What follows belongs to an exercise in optimizing a design on an open flow for small area; a production flow would make more cautious choices. The RTL was checked by simulation tests, not by an equivalence proof against the original design. No driver is modelled on the clock port, so clocking that relies on it looks cheaper here than on a real chip. No activity file was given, so power comes from the tool's default toggle rates.

==> run a: inputs <==
==> flow/design.v <==
module sd_card_controller(
  input i_clk,
  input i_rst,
  input [31:0] i_addr,
  input [7:0] i_controlreg,
  input [7:0] i_data,
  output [7:0] o_statusreg,
  output o_write_statusreg,
  output [7:0] o_data,
  output [31:0] o_addr,
  output o_wr_nrd,
  output o_req,
  input i_SD_DAT0_DO,
  output o_SD_DAT3_nCS,
  output o_SD_DAT3_nCS_oe,
  output o_SD_CMD_DI,
  output o_SD_CMD_DI_oe,
  output o_SD_CLK,
  input i_SD_WP_N
);
  reg r_sclk;
  reg r_div0, r_div6;
  reg [4:0] r_p;
  reg [6:0] r_c;
  reg r_mode;                  
  wire [6:0] w_div = {r_div6, r_p, r_div0};
  wire w_div_end = r_div6 && (&r_p[4:1]) && r_div0;     
  wire w_tick = !r_sclk && (r_mode ? !r_div0 : w_div_end);
  wire [11:0] r_cnt = {r_p, r_c};
  assign o_SD_CLK = r_sclk;
  assign o_req = 1'b1;
  localparam S_DELAY = 4'd0, S_XACT = 4'd1, S_RSP = 4'd2, S_SETCLK = 4'd3, S_INITDONE = 4'd4,
             S_IDLE = 4'd5, S_ACCEPT = 4'd6, S_RDATA = 4'd7, S_RTAIL = 4'd8, S_WSTART = 4'd9,
             S_WDATA = 4'd10, S_WTAIL = 4'd11, S_BUSY = 4'd12, S_FIN1 = 4'd13, S_FIN2 = 4'd14,
             S_STALL = 4'd15;
  reg [3:0] r_st;
  reg [7:0] r_sr;           
  reg [31:0] r_a;           
  reg [7:0] r_data;
  reg r_rd_flag, r_wr_flag;
  reg r_cs;
  reg r_op;                 
  reg [1:0] r_ic;           
  wire w_r3 = !r_mode && (r_ic == 2'd3);
  wire w_det = w_r3 ? !r_a[31] : !r_sr[7];
  wire w_err = w_r3 ? |r_a[30:24] : 1'b1;
  wire w_idle = w_err && r_sr[0];                        
  wire w_fatal = w_err && !r_sr[0] && |r_sr[6:1];        
  reg [5:0] w_idx;
  always @(*) begin
    if (r_mode) w_idx = r_op ? 6'd24 : 6'd17;
    else case (r_ic)
      2'd0: w_idx = 6'd0;
      2'd1: w_idx = 6'd55;
      2'd2: w_idx = 6'd41;
      default: w_idx = 6'd58;
    endcase
  end
  wire [7:0] w_hdr = {2'b01, w_idx};
  wire [7:0] w_trl = 8'h95;
  reg w_frame;
  always @(*) begin
    case (r_cnt[5:3])
      3'd1: w_frame = w_hdr[~r_cnt[2:0]];
      3'd2, 3'd3, 3'd4, 3'd5: w_frame = r_a[31] & r_mode;
      3'd6: w_frame = w_trl[~r_cnt[2:0]];
      default: w_frame = 1'b1;
    endcase
  end
  wire w_wline = (r_st == S_WDATA) || (r_st == S_WTAIL);
  assign o_SD_CMD_DI = (r_st == S_XACT) ? w_frame : w_wline ? r_sr[7] : 1'b1;
  wire w_drive = !((r_st == S_IDLE) || (r_st == S_DELAY && r_cnt[6:0] == 7'd40) ||
                   (r_st == S_XACT && r_mode && r_cnt[5:0] == 6'd3));
  assign o_SD_CMD_DI_oe = w_drive;
  assign o_SD_DAT3_nCS = r_cs;
  assign o_SD_DAT3_nCS_oe = w_drive;
  wire w_inop = r_mode && (r_st != S_IDLE) && (r_st != S_INITDONE);
  wire w_flag = r_op ? r_wr_flag : r_rd_flag;
  wire w_all1 = &r_cnt[11:3];
  wire w_dp = (r_st == S_RDATA) || (r_st == S_WDATA);
  wire w_flag_or = w_flag || !w_all1;
  wire [8:0] w_oaddr = w_dp ? (r_cnt[11:3] & {9{w_flag_or}}) : {9{(r_st == S_RTAIL) || (w_inop && w_flag)}};
  assign o_statusreg = {7'd0, w_inop && !r_op && r_rd_flag};
  assign o_write_statusreg = (r_st == S_FIN2);
  assign o_data = r_data;
  assign o_addr = {23'd0, w_oaddr};
  assign o_wr_nrd = (r_cnt[2:0] == 3'd0) && ((r_st == S_RDATA) ? !w_all1 : ((r_st == S_RTAIL) && w_all1));
  wire w_go_rd = (i_controlreg == 8'd1);
  wire w_go_wr = (i_controlreg == 8'd2);
  reg [11:0] w_cnt_nx;
  always @(posedge i_clk) begin
    if (i_rst) begin
      r_st <= S_DELAY;
      r_sclk <= 1'b0;
      r_div0 <= 1'b0;
      r_div6 <= 1'b0;
      r_p <= 5'd0;
      r_c <= 7'd40;
      r_data <= 8'd0;
      r_rd_flag <= 1'b0;
      r_wr_flag <= 1'b0;
      r_ic <= 2'd0;
      r_mode <= 1'b0;
    end
    else begin
    if (r_mode) begin
      r_div0 <= ~r_div0;
      if (!r_div0) r_sclk <= ~r_sclk;
    end
    else if (w_div_end) begin
      {r_div6, r_p, r_div0} <= 7'd1;
      r_sclk <= ~r_sclk;
    end
    else {r_div6, r_p, r_div0} <= w_div + 7'd1;
    if (w_tick) begin
      w_cnt_nx = r_cnt + 12'd1;
      r_sr <= {r_sr[6:0], w_wline | i_SD_DAT0_DO};
      if (!r_mode && r_st != S_DELAY && r_cnt[5:0] == 6'd4) r_cs <= 1'b1;
      case (r_st)
        S_DELAY: begin
          if (r_cnt[5] && !r_cnt[6]) r_cs <= 1'b1;
          else if (r_cnt[6] && r_cnt[5] && r_cnt[4] && r_cnt[2]) r_cs <= 1'b0;    
          if (r_cnt[6:2] == 5'd1) r_st <= S_XACT;     
        end
        S_XACT: begin
          if (r_cnt[5:0] == 6'd5) begin
            r_a <= i_addr;
            r_cs <= 1'b0;
          end
          if (r_cnt[5] || r_cnt[4]) r_a <= {r_a[30:0], r_sr[7]};
          if (r_cnt[5] && r_cnt[4] && r_cnt[2] && r_cnt[1] && r_cnt[0]) r_st <= S_RSP;    
        end
        S_RSP: begin
          w_cnt_nx = 12'd2;
          r_a <= {r_a[30:0], r_sr[7]};
          if (w_det) begin
            if (!r_mode) begin
              if (w_fatal) r_st <= S_STALL;
              else case (r_ic)
                2'd0: begin r_ic <= 2'd1; r_st <= S_XACT; end
                2'd1: begin r_ic <= 2'd2; r_st <= S_XACT; end
                2'd2: begin r_ic <= w_idle ? 2'd1 : 2'd3; r_st <= S_XACT; end
                default: r_st <= w_idle ? S_STALL : S_SETCLK;
              endcase
            end
            else if (w_idle || w_fatal) r_st <= S_STALL;
            else r_st <= r_op ? S_WSTART : S_ACCEPT;
          end
        end
        S_SETCLK: begin
          if (r_cnt[2] && r_cnt[0]) begin
            r_mode <= 1'b1;
            r_st <= S_INITDONE;
          end
        end
        S_INITDONE: begin
          r_cs <= 1'b0;
          r_st <= S_IDLE;
        end
        S_IDLE: begin
          w_cnt_nx = 12'd3;
          r_op <= !w_go_rd;
          if (w_go_rd || w_go_wr) r_st <= S_XACT;
        end
        S_ACCEPT: begin
          if (r_cnt[2:0] == 3'd1) begin
            if (r_sr == 8'hFE) begin
              w_cnt_nx = 12'd4088;
              r_st <= S_RDATA;
            end
            else if (r_sr[7:5] == 3'b000) r_st <= S_STALL;
          end
        end
        S_RDATA: begin
          if (r_cnt[2:0] == 3'd7) begin
            r_data <= r_sr;
            if (r_cnt[11:3] == 9'd510) r_st <= S_RTAIL;
          end
        end
        S_RTAIL: begin
          if (!r_cnt[11] && r_cnt[3] && r_cnt[0]) begin    
            r_rd_flag <= 1'b1;
            r_st <= S_FIN1;
          end
        end
        S_WSTART: begin
          if (r_cnt[2:0] == 3'd0) begin
            r_sr <= 8'hFE;
            w_cnt_nx = 12'd4089;
            r_st <= S_WDATA;
          end
        end
        S_WDATA: begin
          if (r_cnt[2:0] == 3'd7 && r_cnt[11:3] == 9'd510) r_wr_flag <= 1'b1;    
          if (r_cnt[2:0] == 3'd0) begin
            r_sr <= i_data;
            if (w_all1) r_st <= S_WTAIL;
          end
        end
        S_WTAIL: begin
          if (!r_cnt[11] && r_cnt[4] && r_cnt[3] && r_cnt[1]) r_st <= S_BUSY;    
        end
        S_BUSY: begin
          if (i_SD_DAT0_DO) r_st <= S_FIN1;
        end
        S_FIN1: r_st <= S_FIN2;
        S_FIN2: r_st <= S_IDLE;
        default: ;   
      endcase
      r_c <= w_cnt_nx[6:0];
      if (r_mode) r_p <= w_cnt_nx[11:7];
    end
    end
  end
endmodule
==> flow/flow/run.sh <==
#!/bin/bash
# Layout: the standard ORFS flow (standard.sh), with these changes, none of which touches the
# design's registers as the standard synthesis makes them:
#  - synthesis is synth_recipe.tcl, but ABC maps the combinational logic with an area-oriented
#    script (flow/abc_area.script) instead of ORFS's delay-oriented one;
#  - port buffers use the smallest buffer cell (buf_1);
#  - the clock tree is four clkbuf_16 buffers, each driving the flip-flops of one area of the
#    layout straight from the clock port (flow/clock_buffer.tcl,
#    run as ORFS's PRE_CTS_TCL hook, so TritonCTS finds nothing left to build);
#  - constant outputs share the tie cells synthesis makes (SKIP_REPAIR_TIE_FANOUT) instead of
#    getting one tie cell each.
# Each ORFS step writes its full log under orfs/logs/; make's own output goes to orfs_make.log.
set -euo pipefail
here=$(pwd)
{
  echo 'proc abc {args} {'
  echo '  set i [lsearch -exact $args -script]'
  echo '  if {$i >= 0} { set args [lreplace $args $i [expr {$i + 1}] -script $::env(AREA_ABC_SCRIPT)] }'
  echo '  yosys abc {*}$args'
  echo '}'
  cat synth_recipe.tcl
} > area_synth.tcl
export AREA_ABC_SCRIPT="$here/flow/abc_area.script"
export CLOCK_LEAF_CELL=sky130_fd_sc_hd__clkbuf_16
bash standard.sh \
  "SYNTH_SCRIPT=$here/area_synth.tcl" \
  "BUFFER_PORTS_ARGS=-buffer_cell sky130_fd_sc_hd__buf_1" \
  "PRE_CTS_TCL=$here/flow/clock_buffer.tcl" \
  "CTS_ARGS=-clk_nets i_clk -repair_clock_nets -buf_list sky130_fd_sc_hd__clkbuf_8 -dont_use_dummy_load" \
  SKIP_REPAIR_TIE_FANOUT=1 \
  finish > orfs_make.log 2>&1
==> flow/flow/abc_area.script <==
strash
ifraig
dc2
dch -f
amap -m
topo
stime -c
dnsize -c
==> flow/flow/clock_buffer.tcl <==
# Clock distribution: the flip-flops are split by position into four groups (k-means), and each
# group gets one clock buffer at its centroid, driven straight from the clock port.
set cell $::env(CLOCK_LEAF_CELL)
set ngroups 4
set block [ord::get_db_block]
set db [ord::get_db]
set clk [$block findNet i_clk]
set m [$db findMaster $cell]
set sinks {}
set xs {}
set ys {}
foreach it [$clk getITerms] {
  set bb [[$it getInst] getBBox]
  lappend sinks $it
  lappend xs [expr {([$bb xMin] + [$bb xMax]) / 2.0}]
  lappend ys [expr {([$bb yMin] + [$bb yMax]) / 2.0}]
}
set n [llength $sinks]
# initial centres: sinks spread through the list sorted by x+y
set order [lsort -real -indices [lmap x $xs y $ys {expr {$x + $y}}]]
set cx {}
set cy {}
for {set g 0} {$g < $ngroups} {incr g} {
  set i [lindex $order [expr {int(($g + 0.5) * $n / $ngroups)}]]
  lappend cx [lindex $xs $i]
  lappend cy [lindex $ys $i]
}
for {set iter 0} {$iter < 30} {incr iter} {
  set assign {}
  for {set i 0} {$i < $n} {incr i} {
    set best 0
    set bd 1e30
    for {set g 0} {$g < $ngroups} {incr g} {
      set d [expr {abs([lindex $xs $i] - [lindex $cx $g]) + abs([lindex $ys $i] - [lindex $cy $g])}]
      if {$d < $bd} { set bd $d; set best $g }
    }
    lappend assign $best
  }
  for {set g 0} {$g < $ngroups} {incr g} {
    set sx 0.0; set sy 0.0; set k 0
    for {set i 0} {$i < $n} {incr i} {
      if {[lindex $assign $i] == $g} {
        set sx [expr {$sx + [lindex $xs $i]}]
        set sy [expr {$sy + [lindex $ys $i]}]
        incr k
      }
    }
    if {$k > 0} { lset cx $g [expr {$sx / $k}]; lset cy $g [expr {$sy / $k}] }
  }
}
for {set g 0} {$g < $ngroups} {incr g} {
  set buf [odb::dbInst_create $block $m clkleaf_buf_$g]
  set net [odb::dbNet_create $block clkleaf_net_$g]
  $net setSigType CLOCK
  set k 0
  for {set i 0} {$i < $n} {incr i} {
    if {[lindex $assign $i] == $g} {
      set it [lindex $sinks $i]
      $it disconnect
      $it connect $net
      incr k
    }
  }
  [$buf findITerm A] connect $clk
  [$buf findITerm X] connect $net
  $buf setLocation [expr {int([lindex $cx $g])}] [expr {int([lindex $cy $g])}]
  $buf setPlacementStatus PLACED
  puts "clock buffer $g ($cell): $k flip-flops"
}
==> flow/standard.sh <==
#!/bin/bash
# synth_recipe.tcl (not shown) runs the flow's synth.tcl, then flattens the netlist and writes it again
# the make line also repeats each setting of config.mk as NAME=value (left out here)
make -C /OpenROAD-flow-scripts/flow DESIGN_CONFIG=/design/flow/config.mk WORK_HOME=/design/flow/orfs CLKGATE_MAP_FILE= SYNTH_SCRIPT=/design/flow/synth_recipe.tcl "${@:-finish}"
==> flow/config.mk <==
export PLATFORM = sky130hd
export DESIGN_NAME = sd_card_controller
export DESIGN_NICKNAME = sd_card_controller
export VERILOG_FILES = /design/flow/design.v
export SDC_FILE = /design/flow/constraint.sdc
export NUM_CORES = 4
export LEC_CHECK = 0
export CAP_MARGIN = 20
export CORE_MARGIN = 2
export CORE_UTILIZATION = 40
export SLEW_MARGIN = 20
==> flow/constraint.sdc <==
create_clock -name core_clock -period 10.0 [get_ports {i_clk}]
set_input_delay 2.0000 -clock core_clock [delete_from_list [all_inputs] [get_ports {i_clk}]]
set_output_delay 2.0000 -clock core_clock [all_outputs]
set_load 0.01 [all_outputs]
==> run b (differences from run a) <==
==> flow/design.v, changed modules only <==
module sd_card_controller(
  input i_clk,
  input i_rst,
  input [31:0] i_addr,
  input [7:0] i_controlreg,
  input [7:0] i_data,
  output [7:0] o_statusreg,
  output o_write_statusreg,
  output [7:0] o_data,
  output [31:0] o_addr,
  output o_wr_nrd,
  output o_req,
  input i_SD_DAT0_DO,
  output o_SD_DAT3_nCS,
  output o_SD_DAT3_nCS_oe,
  output o_SD_CMD_DI,
  output o_SD_CMD_DI_oe,
  output o_SD_CLK,
  input i_SD_WP_N
);
  reg r_sclk;
  reg r_div0, r_div6;
  reg [4:0] r_p;
  reg [6:0] r_c;
  reg r_mode;                  
  wire [6:0] w_div = {r_div6, r_p, r_div0};
  wire w_div_end = r_div6 && (&r_p[4:1]) && r_div0;     
  wire w_tick = !r_sclk && (r_mode ? !r_div0 : w_div_end);
  wire [11:0] r_cnt = {r_p, r_c};
  assign o_SD_CLK = r_sclk;
  assign o_req = 1'b1;
  localparam S_DELAY = 4'd0, S_XACT = 4'd1, S_RSP = 4'd2, S_SETCLK = 4'd3, S_INITDONE = 4'd4,
             S_IDLE = 4'd5, S_ACCEPT = 4'd6, S_RDATA = 4'd7, S_RTAIL = 4'd8, S_WSTART = 4'd9,
             S_WDATA = 4'd10, S_WTAIL = 4'd11, S_BUSY = 4'd12, S_FIN = 4'd13, S_STALL = 4'd14;
  reg [3:0] r_st;
  reg [7:0] r_sr;           
  reg [31:0] r_a;           
  reg [7:0] r_data;
  reg r_rd_flag, r_wr_flag;
  reg r_drive, r_cs, r_wr_nrd;
  reg r_op;                 
  reg [1:0] r_ic;           
  wire w_r3 = !r_mode && (r_ic == 2'd3);
  wire w_det = w_r3 ? !r_a[31] : !r_sr[7];
  wire w_err = w_r3 ? |r_a[30:24] : 1'b1;
  wire w_idle = w_err && r_sr[0];                        
  wire w_fatal = w_err && !r_sr[0] && |r_sr[6:1];        
  reg [5:0] w_idx;
  always @(*) begin
    if (r_mode) w_idx = r_op ? 6'd24 : 6'd17;
    else case (r_ic)
      2'd0: w_idx = 6'd0;
      2'd1: w_idx = 6'd55;
      2'd2: w_idx = 6'd41;
      default: w_idx = 6'd58;
    endcase
  end
  wire [7:0] w_hdr = {2'b01, w_idx};
  wire [7:0] w_trl = 8'h95;
  reg w_frame;
  always @(*) begin
    case (r_cnt[5:3])
      3'd1: w_frame = w_hdr[~r_cnt[2:0]];
      3'd2, 3'd3, 3'd4, 3'd5: w_frame = r_a[31] & r_mode;
      3'd6: w_frame = w_trl[~r_cnt[2:0]];
      default: w_frame = 1'b1;
    endcase
  end
  wire w_wline = (r_st == S_WDATA) || (r_st == S_WTAIL);
  assign o_SD_CMD_DI = (r_st == S_XACT) ? w_frame : w_wline ? r_sr[7] : 1'b1;
  assign o_SD_CMD_DI_oe = r_drive;
  assign o_SD_DAT3_nCS = r_cs;
  assign o_SD_DAT3_nCS_oe = r_drive;
  wire w_inop = r_mode && (r_st != S_IDLE) && (r_st != S_INITDONE);
  wire w_flag = r_op ? r_wr_flag : r_rd_flag;
  wire w_all1 = &r_cnt[11:3];
  wire w_dp = (r_st == S_RDATA) || (r_st == S_WDATA);
  wire w_flag_or = w_flag || !w_all1;
  wire [8:0] w_oaddr = w_dp ? (r_cnt[11:3] & {9{w_flag_or}}) : {9{(r_st == S_RTAIL) || (w_inop && w_flag)}};
  assign o_statusreg = {7'd0, w_inop && !r_op && r_rd_flag};
  assign o_write_statusreg = (r_st == S_FIN) && r_cnt[0];
  assign o_data = r_data;
  assign o_addr = {23'd0, w_oaddr};
  assign o_wr_nrd = r_wr_nrd;
  wire w_go_rd = (i_controlreg == 8'd1);
  wire w_go_wr = (i_controlreg == 8'd2);
  reg [11:0] w_cnt_nx;
  always @(posedge i_clk) begin
    if (i_rst) begin
      r_st <= S_DELAY;
      r_sclk <= 1'b0;
      r_div0 <= 1'b0;
      r_div6 <= 1'b0;
      r_p <= 5'd0;
      r_c <= 7'd0;
      r_data <= 8'd0;
      r_rd_flag <= 1'b0;
      r_wr_flag <= 1'b0;
      r_drive <= 1'b0;
      r_wr_nrd <= 1'b0;
      r_ic <= 2'd0;
      r_mode <= 1'b0;
    end
    else begin
    if (r_mode) begin
      r_div0 <= ~r_div0;
      if (!r_div0) r_sclk <= ~r_sclk;
    end
    else if (w_div_end) begin
      {r_div6, r_p, r_div0} <= 7'd1;
      r_sclk <= ~r_sclk;
    end
    else {r_div6, r_p, r_div0} <= w_div + 7'd1;
    if (w_tick) begin
      w_cnt_nx = r_cnt + 12'd1;
      r_sr <= {r_sr[6:0], w_wline | i_SD_DAT0_DO};
      if (!r_mode && r_st != S_DELAY && r_cnt[5:0] == 6'd4) r_cs <= 1'b1;
      case (r_st)
        S_DELAY: begin
          r_drive <= 1'b1;
          if (!r_cnt[6]) r_cs <= 1'b1;
          else if (r_cnt[3] && r_cnt[2]) r_cs <= 1'b0;        
          if (r_cnt[6] && r_cnt[4] && r_cnt[3] && r_cnt[2]) begin    
            w_cnt_nx = 12'd5;
            r_st <= S_XACT;
          end
        end
        S_XACT: begin
          r_drive <= 1'b1;
          if (r_cnt[5:0] == 6'd5) begin
            r_a <= i_addr;
            r_cs <= 1'b0;
          end
          if (r_cnt[5] || r_cnt[4]) r_a <= {r_a[30:0], r_sr[7]};
          if (r_cnt[5] && r_cnt[4] && r_cnt[2] && r_cnt[1] && r_cnt[0]) r_st <= S_RSP;    
        end
        S_RSP: begin
          w_cnt_nx = 12'd2;
          r_a <= {r_a[30:0], r_sr[7]};
          if (w_det) begin
            if (!r_mode) begin
              if (w_fatal) r_st <= S_STALL;
              else case (r_ic)
                2'd0: begin r_ic <= 2'd1; r_st <= S_XACT; end
                2'd1: begin r_ic <= 2'd2; r_st <= S_XACT; end
                2'd2: begin r_ic <= w_idle ? 2'd1 : 2'd3; r_st <= S_XACT; end
                default: r_st <= w_idle ? S_STALL : S_SETCLK;
              endcase
            end
            else if (w_idle || w_fatal) r_st <= S_STALL;
            else r_st <= r_op ? S_WSTART : S_ACCEPT;
          end
        end
        S_SETCLK: begin
          if (r_cnt[2] && r_cnt[0]) begin
            r_mode <= 1'b1;
            r_st <= S_INITDONE;
          end
        end
        S_INITDONE: begin
          r_drive <= 1'b0;
          r_cs <= 1'b0;
          r_st <= S_IDLE;
        end
        S_IDLE: begin
          w_cnt_nx = 12'd3;
          r_op <= !w_go_rd;
          if (w_go_rd || w_go_wr) r_st <= S_XACT;
        end
        S_ACCEPT: begin
          if (r_cnt[2:0] == 3'd1) begin
            if (r_sr == 8'hFE) begin
              w_cnt_nx = 12'd4088;
              r_st <= S_RDATA;
            end
            else if (r_sr[7:5] == 3'b000) r_st <= S_STALL;
          end
        end
        S_RDATA: begin
          r_wr_nrd <= 1'b0;
          if (r_cnt[2:0] == 3'd7) begin
            r_data <= r_sr;
            r_wr_nrd <= 1'b1;
            if (r_cnt[11:3] == 9'd510) r_st <= S_RTAIL;
          end
        end
        S_RTAIL: begin
          r_wr_nrd <= 1'b0;
          if (!r_cnt[11] && r_cnt[3] && r_cnt[0]) begin    
            r_rd_flag <= 1'b1;
            r_st <= S_FIN;
          end
        end
        S_WSTART: begin
          if (r_cnt[2:0] == 3'd0) begin
            r_sr <= 8'hFE;
            w_cnt_nx = 12'd4089;
            r_st <= S_WDATA;
          end
        end
        S_WDATA: begin
          if (r_cnt[2:0] == 3'd7 && r_cnt[11:3] == 9'd510) r_wr_flag <= 1'b1;    
          if (r_cnt[2:0] == 3'd0) begin
            r_sr <= i_data;
            if (w_all1) r_st <= S_WTAIL;
          end
        end
        S_WTAIL: begin
          if (!r_cnt[11] && r_cnt[4] && r_cnt[3] && r_cnt[1]) r_st <= S_BUSY;    
        end
        S_BUSY: begin
          w_cnt_nx = 12'd10;
          if (i_SD_DAT0_DO) r_st <= S_FIN;
        end
        S_FIN: begin
          if (r_cnt[0]) begin
            r_drive <= 1'b0;
            r_st <= S_IDLE;
          end
        end
        default: ;   
      endcase
      r_c <= w_cnt_nx[6:0];
      if (r_mode) r_p <= w_cnt_nx[11:7];
    end
    end
  end
endmodule
==> flow/flow/run.sh (replaced) <==
#!/bin/bash
# Layout: the standard ORFS flow (standard.sh, standard synthesis unchanged) with two
# changes: port buffers use the smallest buffer cell, and the clock tree is built from
# clkbuf_8 without dummy loads. Each ORFS step keeps its full log under orfs/logs/;
# make's own output goes to orfs_make.log.
set -euo pipefail
bash standard.sh \
  "BUFFER_PORTS_ARGS=-buffer_cell sky130_fd_sc_hd__buf_1" \
  "CTS_ARGS=-sink_clustering_enable -repair_clock_nets -buf_list sky130_fd_sc_hd__clkbuf_8 -dont_use_dummy_load" \
  finish > orfs_make.log 2>&1
removed: flow/flow/abc_area.script
removed: flow/flow/clock_buffer.tcl
==> summary of the runs <==
Run a finished clean. Run b finished clean.
Between run b and run a, the lower utilization is in run a (gap 0.26 points).
Cell area: run b is higher than run a (about 14%).
Of run a and run b, run a has the higher global-route usage (gap 0.65 points).
In run b the first-iteration DRC count is larger than in run a, by about 64%.
Between run b and run a, the lower worst setup slack is in run a (gap 0.38 ns).
Against run a, the die area of run b is higher by about 15%.
Of run a and run b, run a has the higher total power (gap 5.2%, measured against run b).
==> figures <==
item	run a	run b
HPWL after DPL	8860 µm	9410 µm
Global-route track usage on met1	29.8%	27.9%
FF-to-FF Start	r_p[1]	r_mode
GR Util met2	32.3%	29.9%
Outcome	finished clean	finished clean
Xor and xnor fraction of the mapped netlist area	0%	1.74%
Adder-cell share of the synthesized area	2.87%	2.49%
Final standard cell utilization of the core	44.2%	44.4%
M1 WL	5650 µm	6130 µm
Total number of sequential cells	74	76
Critical R2R Capture	r_data[3]	r_a[7]
Amount of wire on met2 after detailed routing	5290 µm	5890 µm
Slew margin rel.	37.4%	31.5%
Sequential-to-total area share from yosys stat	43.7%	38.6%
Number of tapcells	140	168
Final critical-path share of the clock period	49.1%	45.3%

[separate check: timing with driven ports]
The results above use ideal ports. As a check the final layouts listed here were re-extracted and re-timed, cells and wires unchanged. Step 1 (the two cells are an assumption about what drives the block):
set clk [get_ports {i_clk}]
set_driving_cell -lib_cell sky130_fd_sc_hd__clkbuf_16 $clk
set_driving_cell -lib_cell sky130_fd_sc_hd__buf_2 [delete_from_list [all_inputs] $clk]
Step 2, shift: input delay + t, output delay - t, t = (earliest + latest rising clock arrival at the registers) / 2. This alone moves slack from input paths to output paths. a / b / c = ideal / step 1 / step 2; a / b = the first two.
| run | t, ns | setup WS [ns] | worst register clock-pin slew, ns | worst data-port slew with drivers (ns) |
|---|---|---|---|---|
| run a | 0.449 | 5.094 / 5.062 / 5.511 | 0.10 / 0.10 | 0.05 |
| run b | 0.385 | 5.474 / 5.437 / 5.717 | 0.09 / 0.09 | 0.05 |
After both steps every run listed still meets setup and hold.
